This design comes from an exercise in tuning for small area and a short achievable clock period on the open sky130 flow, not from production work. Function was checked by simulation only, so behaviour that the tests miss may differ from the original. The clock input has no modelled driver; a real chip could not lean on it and would need a root buffer or a full tree.

## v6
==> module accumulator_sum, before the edit <==
module accumulator_sum (
    input  logic        clk,
    input  logic        rst,
    input  logic        start,
    input  logic        clear,
    input  logic [3:0]  data_in_a,
    input  logic [3:0]  data_in_b,
    output logic [3:0]  data_out,
    output logic        data_out_valid,
    output logic        result_complete,
    output logic        ready,
    output logic        response
);
    logic        s_q, r_q;
    logic [2:0]  c_q;
    logic        ready_q, valid_q, complete_q, resp_q;
    logic [31:0] acc_q;        
    logic [3:0]  hi_q;         
    logic [1:0]  cy_q;         
    logic        zq;           
    logic [3:0]  p_q, g_q;
    wire idle    = !s_q && !r_q;
    wire go      = idle && start;
    wire sum_go  = go && !clear;
    wire rd_go   = go && clear;
    wire s_last  = s_q && resp_q;                                    
    wire r_hi    = r_q && resp_q;                                    
    wire r_last  = r_q && valid_q && !resp_q && (c_q == 3'd6);       
    wire fold_last = idle && !ready_q;
    wire fold    = s_q || fold_last;
    wire en      = fold || r_q;
    wire cy_mid  = !r_q && !ready_q;
    wire [3:0] lo  = zq ? 4'd0 : acc_q[3:0];
    wire [3:0] fs  = lo ^ p_q;
    wire [4:0] fc  = {(g_q | (p_q & lo)), 1'b0};
    wire [5:0] nib = {2'b00, fs} + {1'b0, fc} + {4'b0000, (cy_mid ? cy_q : 2'b00)};
    always_ff @(posedge clk) begin
        if (r_q)
            p_q <= r_hi ? hi_q : lo;
        else
            p_q <= data_in_a ^ data_in_b;
        g_q <= data_in_a & data_in_b;
    end
    always_ff @(posedge clk) begin
        if (go)
            c_q <= clear ? 3'd6 : 3'd0;
        else if (!resp_q)
            c_q <= c_q + 3'd1;
    end
    always_ff @(posedge clk) begin
        if (rst) begin
            s_q        <= 1'b0;
            r_q        <= 1'b0;
            ready_q    <= 1'b1;
            valid_q    <= 1'b0;
            complete_q <= 1'b0;
            resp_q     <= 1'b0;
        end else begin
            ready_q    <= idle || r_last;
            valid_q    <= r_q && !r_last;
            complete_q <= r_last;
            resp_q     <= !idle && (c_q == 3'd5);
            s_q        <= sum_go || (s_q && !s_last);
            r_q        <= rd_go || (r_q && !r_last);
        end
    end
    always_ff @(posedge clk) begin
        if (en)
            acc_q <= {nib[3:0], acc_q[31:4]};
    end
    always_ff @(posedge clk) begin
        if (rst) begin
            cy_q <= 2'b00;
            hi_q <= 4'd0;
            zq   <= 1'b1;
        end else begin
            cy_q <= fold ? nib[5:4] : 2'b00;
            if (r_last)
                hi_q <= 4'd0;
            else
                hi_q <= hi_q + {2'b00, (cy_mid ? 2'b00 : cy_q)};
            if (r_last)
                zq <= 1'b1;
            else if (fold_last)
                zq <= 1'b0;
        end
    end
    assign data_out        = p_q;
    assign data_out_valid  = valid_q;
    assign result_complete = complete_q;
    assign ready           = ready_q;
    assign response        = resp_q;
endmodule
clock: 10.0 ns
lec_check: 0
cap_margin: 20
core_margin: 2
core_utilization: 40
slew_margin: 20
standard.sh (not shown) runs the stock make flow with config.mk's settings and CLKGATE_MAP_FILE= SYNTH_SCRIPT=/design/flow/synth_recipe.tcl, a recipe that flattens the netlist after the stock synthesis.
==> flow/flow/run.sh <==
#!/bin/bash
# Standard ORFS layout with a few settings changed:
#  - abc maps with an area script (flow/abc_area.script; ORFS's scripts are copied so that
#    only this one file differs), and no full/half-adder cells,
#  - small port buffers (buf_1 instead of the slow clkdlybuf4s50_1),
#  - repair_timing aims for extra setup margin (the clock is much slower than the logic),
#  - after CTS, one level of clock buffers drives all flip-flops (flow/cts_post.tcl).
set -euo pipefail
rm -rf orfs_scripts
cp -r "$FLOW_HOME/scripts" orfs_scripts
cp flow/abc_area.script orfs_scripts/abc_area.script
bash standard.sh \
  SCRIPTS_DIR=$PWD/orfs_scripts \
  ADDER_MAP_FILE= ABC_AREA=1 \
  "BUFFER_PORTS_ARGS=-buffer_cell sky130_fd_sc_hd__buf_1" \
  SETUP_SLACK_MARGIN=7.3 \
  "CTS_ARGS=-repair_clock_nets -dont_use_dummy_load" \
  POST_CTS_TCL=$PWD/flow/cts_post.tcl FLOW_CLKBUF=sky130_fd_sc_hd__clkbuf_8 FLOW_CLKGROUPS=4 \
  finish > standard_run.log 2>&1
Other scripts of this flow, unchanged in this note and not shown: flow/flow/abc_area.script, flow/flow/cts_post.tcl
## Diff of input files: v7 against v6
==> flow/design.v <==
module accumulator_sum (
    input  logic        clk,
    input  logic        rst,
    input  logic        start,
    input  logic        clear,
    input  logic [3:0]  data_in_a,
    input  logic [3:0]  data_in_b,
    output logic [3:0]  data_out,
    output logic        data_out_valid,
    output logic        result_complete,
    output logic        ready,
    output logic        response
);
    logic        s_q;          
    logic        r_q;          
    logic [3:0]  c_q;          
    logic        ready_q, valid_q, complete_q, resp_q;
    logic [3:0]  dout_q;       
    logic [31:0] acc_q;        
    logic [3:0]  hi_q;         
    logic [1:0]  cy_q;         
    logic        zq;           
    logic [3:0]  p_q, g_q;     
    wire idle    = !s_q && !r_q;
    wire sum_go  = idle && start && !clear;
    wire rd_go   = idle && start && clear;
    wire s_last  = s_q && (c_q == 4'd7);
    wire r_last  = r_q && (c_q == 4'd10);
    wire fold_last = idle && !ready_q;
    wire fold    = s_q || fold_last;
    wire en      = fold || r_q;
    wire cy_mid  = (s_q && c_q != 4'd1) || fold_last;
    wire [3:0] lo  = zq ? 4'd0 : acc_q[3:0];
    wire [3:0] fs  = lo ^ p_q;
    wire [4:0] fc  = {(g_q | (p_q & lo)), 1'b0};
    wire [5:0] nib = {2'b00, fs} + {1'b0, fc} + {4'b0000, (cy_mid ? cy_q : 2'b00)};
    always_ff @(posedge clk) begin
        p_q <= data_in_a ^ data_in_b;
        g_q <= data_in_a & data_in_b;
    end
    always_ff @(posedge clk) begin
        c_q <= (sum_go || rd_go) ? 4'd1 : c_q + 4'd1;
    end
    always_ff @(posedge clk) begin
        if (rst) begin
            s_q        <= 1'b0;
            r_q        <= 1'b0;
            ready_q    <= 1'b1;
            valid_q    <= 1'b0;
            complete_q <= 1'b0;
            resp_q     <= 1'b0;
        end else begin
            ready_q    <= idle || r_last;
            valid_q    <= r_q && (c_q <= 4'd9);
            complete_q <= r_last;
            resp_q     <= (s_q && c_q == 4'd6) || (r_q && c_q == 4'd8);
            s_q        <= sum_go || (s_q && !s_last);
            r_q        <= rd_go || (r_q && !r_last);
        end
    end
    always_ff @(posedge clk) begin
        if (en)
            acc_q <= {nib[3:0], acc_q[31:4]};
    end
    always_ff @(posedge clk) begin
        if (rst) begin
            cy_q <= 2'b00;
            hi_q <= 4'd0;
            zq   <= 1'b1;
        end else begin
            cy_q <= fold ? nib[5:4] : 2'b00;
            if (r_last)
                hi_q <= 4'd0;
            else
                hi_q <= hi_q + {2'b00, (cy_mid ? 2'b00 : cy_q)};
            if (r_last)
                zq <= 1'b1;
            else if (fold_last)
                zq <= 1'b0;
        end
    end
    always_ff @(posedge clk) begin
        dout_q <= (r_q && c_q == 4'd9) ? hi_q : lo;
    end
    assign data_out        = dout_q;
    assign data_out_valid  = valid_q;
    assign result_complete = complete_q;
    assign ready           = ready_q;
    assign response        = resp_q;
endmodule
==> comparison <==
- Data required time at the worst endpoint (lower): v6
- Changes observed in v7 relative to v6: via count moved up; final cell area excluding filler cells rose 25 um2; worst hold path depth closely matched the old numbers; area after synthesis increased 110 um2; smallest setup slack after layout dropped 0.010 ns.
- Measured against each other, v6 and v7 differ in distinct cell type count after synthesis, the lower figure coming from v6.
- simple AND/OR/NAND/NOR gates as the combinational family with the most area after synthesis was reported by v7, and compound AO/OA/AOI/OAI gates by v6.
- Across both runs, floorplan die area was higher for v7 than for v6.
- v7 packs its core more loosely than v6.
- Compared with v6, in v7 global-route usage -1.4 points; total placed cells including tap cells +20.
In every run of this note, the design's own scripts or RTL, not TritonCTS, make the clock network.

## re-timing with driven ports
How much do the figures lean on ideal ports? The routed layouts below were timed once more, with nothing changed but the port constraints.
Step 1 assumes that a clkbuf_16 drives the clock port and a buf_2 every other input.
Step 2 moves the port delays by t, midway between the first and last clock arrival at a register: inputs arrive t later, outputs are due t later. That takes back most of the time a late clock gives input paths.
Three values: ideal, step 1, step 2; two values: the first two.
run	t (ns)	setup slack, ns	worst setup path at the end
v6	0.196	7.384 / 7.331 / 7.225	input to register
v7	0.202	7.374 / 7.334 / 7.204	input to register
After both steps every run listed still meets setup and hold. For v7, which loses most, drivers alone change the setup slack by -0.040 ns; drivers and shift together by -0.170 ns.
